This design comes from an exercise in tuning for small area on the open sky130 flow, not from production work.
The RTL was checked by simulation tests, not by an equivalence proof against the original design.
The clock port is modelled as an ideal driver; clocking choices that lean on that would not hold on a real chip.
Power figures rest on the tool's default switching activity, not on a simulated workload.

===== flow/standard.sh =====
#!/bin/bash
# synth_recipe.tcl (not shown) runs the flow's synth.tcl, then flattens the netlist and writes it again
# the make line also repeats each setting of config.mk as NAME=value (left out here)
make -C /OpenROAD-flow-scripts/flow DESIGN_CONFIG=/design/flow/config.mk WORK_HOME=/design/flow/orfs CLKGATE_MAP_FILE= SYNTH_SCRIPT=/design/flow/synth_recipe.tcl "${@:-finish}"

===== flow/flow/synth.tcl =====
proc synth {args} { yosys synth -nofsm -noshare {*}$args }
set ::my_abc_script [file join [file dirname [file normalize [info script]]] area.abc]
proc abc {args} {
  set i [lsearch -exact $args -script]
  if { $i >= 0 } { lset args [expr {$i + 1}] $::my_abc_script }
  puts "abc (area script): $args"
  yosys abc {*}$args
}
source $::env(SCRIPTS_DIR)/synth.tcl
# left out here: clear keep_hierarchy, flatten, clean up, hide names made inside functions, write 1_2_yosys.v

===== flow/constraint.sdc =====
create_clock -name core_clock -period 10.0 [get_ports {clk}]
set_input_delay 2.0000 -clock core_clock [delete_from_list [all_inputs] [get_ports {clk}]]
set_output_delay 2.0000 -clock core_clock [all_outputs]
set_load 0.01 [all_outputs]

===== flow/flow/area.abc =====
strash
fraig
dc2
fraig
dch
amap -A 16 -F 4
topo
strash
dch
amap -A 16 -F 4
topo

===== flow/flow/cts_fix.tcl =====
# POST_CTS hook: CTS builds its tree from clkbuf_4; any clock buffer whose
# flip-flop clock pins see a slew above 105 ps (placement estimate) becomes a
# clkbuf_8, then any still above 108 ps a clkbuf_16. Then legalize again.
proc clk_pin_slew {pin} {
  set w 0
  foreach e {rise fall} { foreach a {min max} {
    set s [expr {[sta::time_ui_sta [get_property $pin slew_${a}_$e]] * 1e12}]
    if {$s > $w} {set w $s}
  }}
  return $w
}
proc fix_clock_slew {thr bigcell} {
  set n 0
  foreach inst [get_cells clkbuf*] {
    set out [get_pins -of_objects $inst -filter "direction == output"]
    set net [get_nets -of_objects $out]
    set worst 0
    foreach p [get_pins -of_objects $net -filter "direction == input"] {
      set s [clk_pin_slew $p]
      if {$s > $worst} {set worst $s}
    }
    if {$worst > $thr && [get_property [get_lib_cells -of_objects $inst] name] ne $bigcell} {
      replace_cell $inst $bigcell
      incr n
    }
  }
  puts "fix_clock_slew: $n clock buffers above $thr ps made $bigcell"
}
estimate_parasitics -placement
fix_clock_slew 105 sky130_fd_sc_hd__clkbuf_8
estimate_parasitics -placement
fix_clock_slew 108 sky130_fd_sc_hd__clkbuf_16
estimate_parasitics -placement
detailed_placement
check_placement -verbose

===== flow/config.mk =====
export PLATFORM = sky130hd
export DESIGN_NAME = quick_rs232
export DESIGN_NICKNAME = quick_rs232
export VERILOG_FILES = /design/flow/design.v
export SDC_FILE = /design/flow/constraint.sdc
export NUM_CORES = 4
export LEC_CHECK = 0
export CAP_MARGIN = 20
export CORE_MARGIN = 2
export CORE_UTILIZATION = 60
export SLEW_MARGIN = 20

===== flow/design.v =====
module fifo (
    input  wire       clk,
    input  wire       clear,
    input  wire       push,
    input  wire       pop,
    input  wire [7:0] in_data,
    output reg  [7:0] out_data,
    output wire       hold
);
    reg [7:0] ring [0:15];
    reg       pend;         
    reg [3:0] hp, wp;
    reg       full_flag;    
    reg s_push_s, s_push_f, s_pop_s, s_pop_f;    
    integer k;
    wire ptr_eq  = (hp == wp);
    wire empty   = ptr_eq && !full_flag;
    wire full    = ptr_eq && full_flag;
    wire await_  = !(s_push_s | s_push_f | s_pop_s | s_pop_f);
    wire do_push = s_push_s && !full;
    wire do_pop  = s_pop_s && !empty;
    wire wr      = pend && (wp == 4'd0);
    wire one     = (wp == hp + 4'd1);       
    assign hold = pend || do_push;
    always @(posedge clk) begin
        ring[0] <= wr ? in_data : ring[15];
        for (k = 1; k < 16; k = k + 1)
            ring[k] <= ring[k-1];
    end
    always @(posedge clk) begin
        if (do_push)
            pend <= 1'b1;
        else if (wr)
            pend <= 1'b0;
    end
    always @(posedge clk) begin
        if (clear) begin
            s_push_s <= 1'b0; s_push_f <= 1'b0; s_pop_s <= 1'b1; s_pop_f <= 1'b0;
            hp        <= 4'd0;
            wp        <= 4'd0;
            full_flag <= 1'b0;
            out_data  <= 8'h00;
        end else begin
            s_pop_s  <= await_ && pop;
            s_push_s <= await_ && !pop && push;
            s_push_f <= do_push || (s_push_f && push);
            s_pop_f  <= do_pop || (s_pop_f && pop);
            hp <= hp + (do_pop ? 4'd2 : 4'd1);
            wp <= wp + (do_push ? 4'd2 : 4'd1);
            if (do_push) full_flag <= (wp + 4'd1 == hp);
            if (do_pop) begin
                full_flag <= 1'b0;
                out_data  <= (pend && one) ? in_data : ring[hp];
            end
        end
    end
endmodule
module quick_rs232 (
    input  wire       clk,
    input  wire       rst,
    input  wire       rx,
    output reg        tx,
    input  wire       rts,
    output wire       cts,
    input  wire       rx_read,
    output reg        rx_err,
    output wire [7:0] rx_data,
    output reg        rx_byte_received,
    input  wire       tx_transaction,
    input  wire [7:0] tx_data,
    input  wire       tx_data_ready,
    output wire       tx_data_copied,
    output wire       tx_busy
);
localparam [8:0] L305 = 9'd226, L307 = 9'd394, L369 = 9'd330, L370 = 9'd148,
                 L434 = 9'd364, L435 = 9'd216, L437 = 9'd353;
assign cts = 1'b0;
reg [7:0] rx_buffer;
wire      rx_hold;       
reg       rx_dfr;        
reg       rx_dbit;
fifo rx_data_buffer (.clk(clk), .clear(rst), .push(rx_byte_received), .pop(rx_read),
                     .in_data(rx_buffer), .out_data(rx_data), .hold(rx_hold));
localparam [3:0] R_IDLE = 4'd6, R_START = 4'd7;
reg [3:0] rx_ph;
reg [8:3] rx_bc_hi;
reg [2:0] rx_bc_lo;
wire [8:0] rx_bc = {rx_bc_hi, rx_bc_lo};
reg       rx_par;
wire rx_act  = (rx_ph != R_IDLE);
wire rx_wrap = (rx_ph == 4'd15) ? (rx_bc == L437) : (rx_bc == L434);
wire rx_s370 = (rx_bc == L370);
wire rx_stop = !rx_ph[3] && rx_ph != 4'd0 && rx_ph != R_START && rx_ph != R_IDLE;
always @(posedge clk) begin
    if (rx_act && !rx_wrap) rx_bc_hi <= rx_bc[7:2];
    else                    rx_bc_hi <= 6'd0;
end
always @(posedge clk) begin
    if (rst) begin
        rx_ph            <= R_IDLE;
        rx_bc_lo         <= 3'd2;
        rx_byte_received <= 1'b0;
        rx_err           <= 1'b0;
        rx_dfr           <= 1'b0;
    end else if (!rx_act) begin
        case (rx_bc[1:0])
            2'd0: begin  
                rx_err   <= 1'b0;
                rx_bc_lo <= {rx_bc[2], 2'd1};
            end
            2'd1: begin  
                if (!rx) begin
                    rx_ph  <= R_START;
                    rx_bc_lo <= 3'd0;
                    rx_par <= 1'b0;
                end else if (rx_bc[2])
                    rx_bc_lo <= 3'd4;
            end
            default: begin  
                rx_bc_lo         <= {rx_bc[2], 2'd0};
                rx_byte_received <= 1'b0;
                rx_err           <= 1'b0;
            end
        endcase
    end else begin
        rx_bc_lo <= rx_wrap ? 3'd0 : {rx_bc[1:0], ~(rx_bc[8] ^ rx_bc[4])};
        if (rx_wrap) rx_ph <= rx_ph + 4'd1;
        if (rx_ph[3]) begin
            if (rx_s370) begin
                if (rx_hold) begin
                    rx_dbit <= rx;
                    rx_dfr  <= 1'b1;
                end else
                    rx_buffer[rx_ph[2:0]] <= rx;
                rx_par <= rx_par ^ rx;
            end
            if (rx_dfr && !rx_hold) begin
                rx_buffer[rx_ph[2:0]] <= rx_dbit;
                rx_dfr <= 1'b0;
            end
        end else if (rx_ph == 4'd0) begin
            if (rx_bc == L369) rx_err <= rx_par ^ rx;
            if (rx_s370 && !rx_err) rx_byte_received <= 1'b1;
        end else if (rx_stop) begin
            if (rx) begin
                rx_ph <= R_IDLE;
                rx_bc_lo <= (rx_ph == 4'd5 && rx_bc == L305) ? 3'd6 : 3'd2;
            end else if (rx_ph == 4'd5 && rx_bc == L307) begin
                rx_ph <= R_IDLE;
                rx_bc_lo <= 3'd0;
            end
        end
    end
end
localparam [3:0] T_PAR = 4'd0, T_STOP = 4'd1, T_SSTOP = 4'd2, T_IDLE = 4'd3,
                 T_SWAIT = 4'd4, T_SSTART = 4'd5, T_IDLE_B = 4'd6, T_START = 4'd7;
reg [3:0] tx_ph;
reg [8:0] tx_bc;
reg [7:0] tx_buffer;
reg       tx_par;
assign tx_data_copied = tx_ph[3] || tx_ph == T_START || tx_ph == T_IDLE_B;
assign tx_busy        = !(tx_ph == T_IDLE || tx_ph == T_SWAIT || tx_ph == T_SSTART);
wire tx_act  = tx_ph[3] || tx_ph == T_START || tx_ph == T_PAR || tx_ph == T_STOP;
wire tx_bit  = tx_buffer[tx_ph[2:0]];
wire tx_wrap = (tx_ph == 4'd15) ? (tx_bc == L435) : (tx_bc == L434);
always @(posedge clk) begin
    if (!tx_act || tx_wrap) tx_bc <= 9'd0;
    else                    tx_bc <= {tx_bc[7:0], ~(tx_bc[8] ^ tx_bc[4])};
end
always @(posedge clk) begin
    if (rst)
        tx <= 1'b1;
    else if (tx_ph[3])
        tx <= tx_bit;
    else if (tx_ph == T_START)
        tx <= 1'b0;
    else if (tx_ph == T_PAR)
        tx <= tx_par;
    else
        tx <= 1'b1;
end
always @(posedge clk) begin
    if (rst)
        tx_ph <= T_IDLE;
    else begin
        case (tx_ph)
            T_IDLE, T_IDLE_B:
                if (tx_transaction) tx_ph <= T_SWAIT;
            T_SWAIT:
                tx_ph <= T_SSTART;
            T_SSTART: begin
                if (tx_data_ready) begin
                    tx_buffer <= tx_data;
                    tx_ph     <= tx_transaction ? T_START : T_IDLE_B;
                end else if (!tx_transaction)
                    tx_ph <= T_IDLE;
            end
            T_SSTOP:
                tx_ph <= T_IDLE;
            default: begin  
                if (tx_ph == T_START)
                    tx_par <= 1'b0;
                else if (tx_ph[3] && tx_wrap)
                    tx_par <= tx_par ^ tx_bit;
                if (tx_wrap) tx_ph <= tx_ph + 4'd1;
            end
        endcase
    end
end
endmodule

===== flow/flow/run.sh =====
#!/bin/bash
# Layout flow: ORFS as in the standard layout, with these changes:
#  - synthesis is the standard synthesis script (flow/synth.tcl sources
#    ORFS's synth.tcl with -nofsm -noshare, flattens and renames the same way)
#    except that the combinational logic is mapped with an area-oriented ABC
#    script (flow/area.abc) and without Yosys's full/half-adder extraction;
#    the registers are the standard synthesis's;
#  - ports are buffered with the smallest buffer (buf_1);
#  - CTS builds its tree from clkbuf_4 and inserts no dummy loads; then
#    flow/cts_fix.tcl upsizes the clock buffers whose flip-flops see a slow
#    clock edge.
# make's output goes to make.log and ORFS's per-step logs to orfs/logs/;
# writing the final DEF goes to write_def.log.
set -euo pipefail
W=$PWD
F=$W/flow
cat > $W/own_config.mk <<EOC
include $W/config.mk
export BUFFER_PORTS_ARGS = -buffer_cell sky130_fd_sc_hd__buf_1
export CTS_ARGS = -sink_clustering_enable -repair_clock_nets -buf_list sky130_fd_sc_hd__clkbuf_4 -dont_use_dummy_load
export POST_CTS_TCL = $F/cts_fix.tcl
EOC
make -C "$FLOW_HOME" DESIGN_CONFIG=$W/own_config.mk WORK_HOME=$W/orfs CLKGATE_MAP_FILE= \
    SYNTH_SCRIPT=$F/synth.tcl ADDER_MAP_FILE= finish > $W/make.log 2>&1
R=$W/orfs/results/$FLOW_PLATFORM/quick_rs232/base
: # left out here: write the final layout as DEF

==> qor.yml, run 1 <==
clock.fmax_mhz: 265
grtUsageTotal_pct: 28.1
avgViaCountPerCell: 6.18
antenna_found_initial: 0
async_reset_ff_share_pct: 0
drt_first_pass_iters: 8
dp_hpwl_um: 10100
dieArea_mm2: 0.0115
remaining_drc_errors: 0
peakVddDrop_uv: 163
swShare_pct: 28.1
layout-drive-gt1-share_pct: 2.90
hold_path.class: "flop to flop"
synth_flop_cell: "dfxtp_1"
multi_input_area_mm2: 0.00197
cp-start-kind: "flop"
combPwrFrac_pct: 14.4
drv_slew: 0
routabilityCongestion: 0.933
cts_tree: "yes"
worst_slew_pin_slew_ns: 1.02
avgSynthCellArea_um2: 10.4
ios: 29
finalHoldViolCount: 0
synth_most_common_cell: "dfxtp_1"
rsz0062_at_grt: "no"
antenna_cells: 0
grt_pass1_wl_um: 24600
rows: 37
yosysUniqueCellTypes: 39
yosysWarnings: 3
power.switching_mw: 0.408
p_seq_share_pct: 60.1
clkTransAtPathRegs_ns: 0.11
die_w_um: 107
syn_to_final_growth_pct: 7.75
critical_path_class: "flop to output port"
drt-total-wl_um: 14900
status: "complete, no violations"
initial_utilization_pct: 61.9
seq_area_mm2: 0.00417
initialDrtViolationCount: 562
syn-instance-count: 612
p_leak_nw: 2.38
synth_seq_cells: 199
arrival_ns: 1.78
die_h_um: 107
fin_crit_sh_pct: 37.8
post-synth-top-area-cell: "dfxtp_1"
maxSlewHeadroom_pct: 31.7
synthTopCellsByCount: "180 x dfxtp_1, 78 x nor2_1, 63 x clkinv_1"
cap_violations: 0
routedWlPerCell_um: 18.8
clkPwrFrac_pct: 25.5
portBuffers: 26
grt_max_degree: 23
layout.nets: 673
critPathRequiredTime_ns: 8.00
ant_nets: 0
fin_util_pct: 66.7
finalSetupTns_ns: 0
grt_pass1_vias: 4760
grt_overflow: 0
power.density_cell_area_mw_per_mm2: 211
cp_max_fo: 6
yosys-top-cells-area: "dfxtp_1 56%, edfxtp_1 8.9%, nor2_1 4.6%"
fin_crit_ns: 3.78
via_count: 4892
ys_seq_area_share_pct: 65.3
nFillCells: 832
mappedNetlistNets: 627
clock_skew_ns: 0.0358
cp-end-kind: "output port"
p_int_mw: 1.05
power.total_mw: 1.45
finalSetupViolations: 0
core_mm2: 0.0103
netlist.area_leader.share_pct: 56.4
worstSkewPairLatency_ns: 0.39
synthesis.area_mm2: 0.00639
cts_sinks: 199
synth_edf_count: 19
fin_hold_ws_ns: 0.326
## final timing paths
path / cells after the start / startpoint / slack (ns) / end
max reg2reg: 12 / tx_ph[1]$_SDFFE_PP1P_ / 6.52 / tx_ph[2]$_SDFFE_PP0P_
max: 5 / tx_ph[1]$_SDFFE_PP1P_ / 6.22 / tx_busy
min: 0 / rx_data_buffer.ring[7][7]$_DFF_P_ / 0.33 / rx_data_buffer.ring[8][7]$_DFF_P_
min reg2reg: 0 / rx_data_buffer.ring[7][7]$_DFF_P_ / 0.33 / rx_data_buffer.ring[8][7]$_DFF_P_
## kinds of logic (layout without fill, tap and decap cells)
kind of cell | after synthesis | in the layout | synth area share (%)
buf+inv | 64 | 108 | 3.82
compound gates | 171 | 171 | 18.6
flops | 199 | 199 | 65.3
other cells | 1 | 1 | 0.0587
simple gates | 177 | 177 | 12.2
## cell type report
type / count / area share, %
Timing Repair Buffer: 28 / 1.64
Tap cell: 136 / 2.47
Multi-Input combinational cell: 349 / 28.7
Sequential cell: 199 / 60.6
Inverter: 63 / 3.43
Clock buffer: 17 / 3.20
## layout by cell type (no fill, tap or decap), types with 7 or more instances in the layout
master    count
a222oi_1     27
a211oi_1      7
a22oi_1      21
nor4_1       11
clkinv_1     63
dfxtp_1     180
buf_1        26
edfxtp_1     19
o21ai_0      49
nand2_1      43
nand4_1       7
a21oi_1      21
a31oi_1       7
clkbuf_8     12
nand3_1      13
nor2_1       78
nor3_1       13
o22ai_1       8
## through the flow
step	setup WS, ns	cell area [µm²]	instances
2_1_floorplan	6.97	6390	612
3_3_place_gp	6.40	6670	775
3_5_place_dp	6.36	6670	775
5_1_grt	6.05	6890	792
6_report	6.22	6890	792
## per-layer routing
metal	part of all wire, %	GRT usage (%)	wire length [µm]
met1	44	39.1	6630
met2	44	42.5	6620
met3	8.7	7.90	1300
met4	2.3	9.18	349
met5	0	0	0
## sequential cells by signal, summed over array words and instances, names as in the netlist, 3 cells and up
| register | flops |
|---|---|
| tx_buffer | 8 |
| rx_bc_hi | 6 |
| tx_ph | 4 |
| tx_bc | 9 |
| rx_data_buffer.wp | 4 |
| rx_data_buffer.ring | 128 |
| rx_data_buffer.hp | 4 |
| rx_data_buffer.out_data | 8 |
| rx_ph | 4 |
| rx_bc_lo | 3 |
| rx_buffer | 8 |
## worst max-delay path: stages (launching register included)
cell and delay [ns]:
dfxtp_1 0.41, clkinv_1 0.16, nor2_1 0.39, nand3_1 0.17
o21a_1 0.15, buf_1 0.13
## power groups by stage
stage	combinational, mW	clock, mW	sequential (mW)
2_1_floorplan	0.143	0	0.882
6_report	0.210	0.371	0.873
3_3_place_gp	0.201	0	0.888
3_5_place_dp	0.205	0	0.889
5_1_grt	0.235	0.407	0.877
==> run 2, diff against run 1 <==
==> flow/flow/area.abc (replaced) <==
strash
fraig
dc2
fraig
dch -f
amap -A 16 -F 4
topo
--- a/flow/flow/cts_fix.tcl
+++ b/flow/flow/cts_fix.tcl
@@ -27,9 +27,9 @@
   puts "fix_clock_slew: $n clock buffers above $thr ps made $bigcell"
 }
 estimate_parasitics -placement
-fix_clock_slew 105 sky130_fd_sc_hd__clkbuf_8
+fix_clock_slew 115 sky130_fd_sc_hd__clkbuf_8
 estimate_parasitics -placement
-fix_clock_slew 108 sky130_fd_sc_hd__clkbuf_16
+fix_clock_slew 118 sky130_fd_sc_hd__clkbuf_16
 estimate_parasitics -placement
 detailed_placement
 check_placement -verbose
==> run 2 against run 1 <==
  * Still clean on timing, DRC and antenna
  * Register-to-register slack about the same
  * Total power up 1.2%
  * Hold slack better by 0.011 ns
  * Via count down 1.2%
  * Flip-flop and latch count unchanged
  * Design area up 0.33%
  * Non-clock buffer count unchanged
  * Global-route usage down 0.71 points
  * Critical endpoint is now tx_data_copied
==> qor.yml, run 2 <==
status: "complete, no violations"
antenna_found_initial: 0
synth_seq_cells: 199
synth_most_common_cell: "dfxtp_1"
routabilityCongestion: 0.870
dpl_worst_slack_ns: 6.43
initial_utilization_pct: 62.1
worst_slew_pin_slew_ns: 1.14
post-synth-top-area-cell: "dfxtp_1"
drt-total-wl_um: 14900
worstSkewPairLatency_ns: 0.39
finalSetupTns_ns: 0
ys_seq_area_share_pct: 64.8
netlist.area_leader.share_pct: 56.0
arrival_ns: 1.99
fin_util_pct: 66.6
clkTransAtPathRegs_ns: 0.12
die_h_um: 108
avgViaCountPerCell: 6.06
yosysWarnings: 3
layout-drive-gt1-share_pct: 2.87
yosysUniqueCellTypes: 42
initialDrtViolationCount: 551
grtUsageTotal_pct: 27.4
cp-end-kind: "output port"
yosys-top-cells-area: "dfxtp_1 56%, edfxtp_1 8.9%, nor2_1 4.4%"
clock.fmax_mhz: 250
cap_violations: 0
synth_flop_cell: "dfxtp_1"
critical_path_class: "flop to output port"
cp-start-kind: "flop"
syn_to_final_growth_pct: 7.31
grt_pass1_vias: 4573
antenna_cells: 0
min_to: "rx_data_buffer.ring[4][2]$_DFF_P_"
r2r-end: "rx_buffer[1]$_DFFE_PP_"
fin_crit_sh_pct: 39.9
layout_common_cells: "180 x dfxtp_1, 76 x nor2_1, 69 x clkinv_1, 47 x o21ai_0, 44 x nand2_1"
reg_top3: "rx_data_buffer.ring x128, tx_bc x9"
r2r_slack_ns: 6.52
largest-register: "rx_data_buffer.ring"
rows: 37
maxSlewHeadroom_pct: 23.6
p_leak_nw: 2.36
layout_setup_ws_ns: 6.01
avgSynthCellArea_um2: 10.4
largest_reg_flops: 128
routedWlPerCell_um: 18.7
cp_cell_sequence: "clkinv_1 -> nor2_1 -> clkinv_1 -> nor2_1 -> nor2_1 -> o21ai_0 -> buf_1"
worst-r2r-cell-count: 13
slowest_delay_ns: 0.46
grt_overflow: 0
cp_max_fo: 7
worstHoldStart: "rx_data_buffer.ring[3][2]$_DFF_P_"
finalSetupViolations: 0
portBuffers: 26
r2r-start: "rx_data_buffer.hp[3]$_SDFF_PP0_"
ios: 29
cts_tree: "yes"
hold_path_depth: 0
layout.nets: 679
cts_sinks: 199
peakVddDrop_uv: 137
dp_hpwl_um: 9970
fin_crit_ns: 3.99
syn-instance-count: 618
critPathRequiredTime_ns: 8.00
hold_path.class: "flop to flop"
power.density_cell_area_mw_per_mm2: 213
mappedNetlistNets: 633
ant_nets: 0
final_common_cell: "dfxtp_1"
grt_max_degree: 22
synthesis.area_mm2: 0.00644
synthTopCellsByCount: "180 x dfxtp_1, 76 x nor2_1, 69 x clkinv_1"
via_count: 4835
async_reset_ff_share_pct: 0
die_w_um: 108
power.total_mw: 1.47
clock_skew_ns: 0.0328
drv_slew: 0
path_common_cell: "nor2_1"
drt_first_pass_iters: 5
crit_slowest_cell: "dfxtp_1"
rsz0062_at_grt: "no"
critPathBufInv: 3
grt_pass1_wl_um: 23900
finalHoldViolCount: 0
synth_edf_count: 19
crit_family: "buffers and inverters"
remaining_drc_errors: 0
dieArea_mm2: 0.0116
core_mm2: 0.0104
run 2: cells by family (layout without fill, tap and decap cells):
kind of cell              after synthesis  after routing  synth area share (%)
AOI/OAI and AO/OA                     174            174                  18.9
xor gates and xnor gates                1              1                 0.136
and+or+nand+nor                       173            173                  11.9
DFF                                   199            199                  64.8
other                                   1              1                0.0582
buffers and inverters                  70            114                  4.14
run 2: layer usage:
| metal | vias to the layer above | wire, µm | global-route usage [%] |
|---|---|---|---|
| li1 | 2354 | - | - |
| met2 | 188 | 6870 | 42.0 |
| met3 | 18 | 1030 | 6.42 |
| met5 | - | 0 | 0 |
| met4 | 0 | 257 | 9.43 |
| met1 | 2275 | 6780 | 38.3 |
run 2: power breakdown:
part	switching [mW]	internal [mW]	leakage (nW)
Combinational	0.189	0.0678	0.627
Sequential	0.0284	0.836	1.63
Clock	0.221	0.128	0.107
Total	0.439	1.03	2.36
run 2: how the worst max path moves through the flow:
stage / from / depth (start not counted) / slack (ns) / to
2_1_floorplan: tx_ph[0]$_SDFFE_PP1P_ / 6 / 6.79 / tx_data_copied
3_3_place_gp: rst / 5 / 6.44 / rx_par$_DFFE_PP_
3_5_place_dp: rst / 5 / 6.43 / rx_par$_DFFE_PP_
5_1_grt: tx_ph[2]$_SDFFE_PP0P_ / 7 / 5.83 / tx_data_copied
6_report: tx_ph[0]$_SDFFE_PP1P_ / 7 / 6.01 / tx_data_copied
run 2: per-stage QoR:
step           cells  hold slack [ns]  instance area [µm²]
3_3_place_gp     781            0.333                 6710
5_1_grt          798            0.345                 6910
2_1_floorplan    618            0.330                 6440
3_5_place_dp     781            0.336                 6710
6_report         798            0.337                 6910
run 2: final cells by class:
| class | instances | area [µm²] |
|---|---|---|
| multi-input cells | 349 | 2000 |
| fillers | 845 | 3460 |
| flip-flops and latches | 199 | 4170 |
| inverters | 69 | 259 |
| clock buffers | 17 | 195 |
| well taps | 136 | 170 |
| repair buffers | 28 | 113 |

## afterwards: timing with drivers on the ports
In the flow no input, the clock included, has a driving cell. The finished layouts below were timed again as built, in two steps.
Step 1, drivers: a clkbuf_16 drives clk and a buf_2 each remaining input, both assumed.
Step 2 adds t to the input delays and takes it off the output delays; t is the mean of the earliest and latest rising clock arrival at the registers after step 1. Input paths then give back, and output paths get back, about the clock's delay inside the block.
a / b / c = ideal ports / drivers / drivers and shift; a / b = the first two.
run | shift t [ns] | setup slack, ns | clock arrival spread, ns | worst data-port slew with drivers (ns)
run 1 | 0.413 | 6.221 / 6.179 / 6.319 | 0.036 / 0.036 | 0.03
run 2 | 0.416 | 6.005 / 5.965 / 6.381 | 0.034 / 0.034 | 0.03
After both steps every run listed still meets setup and hold.
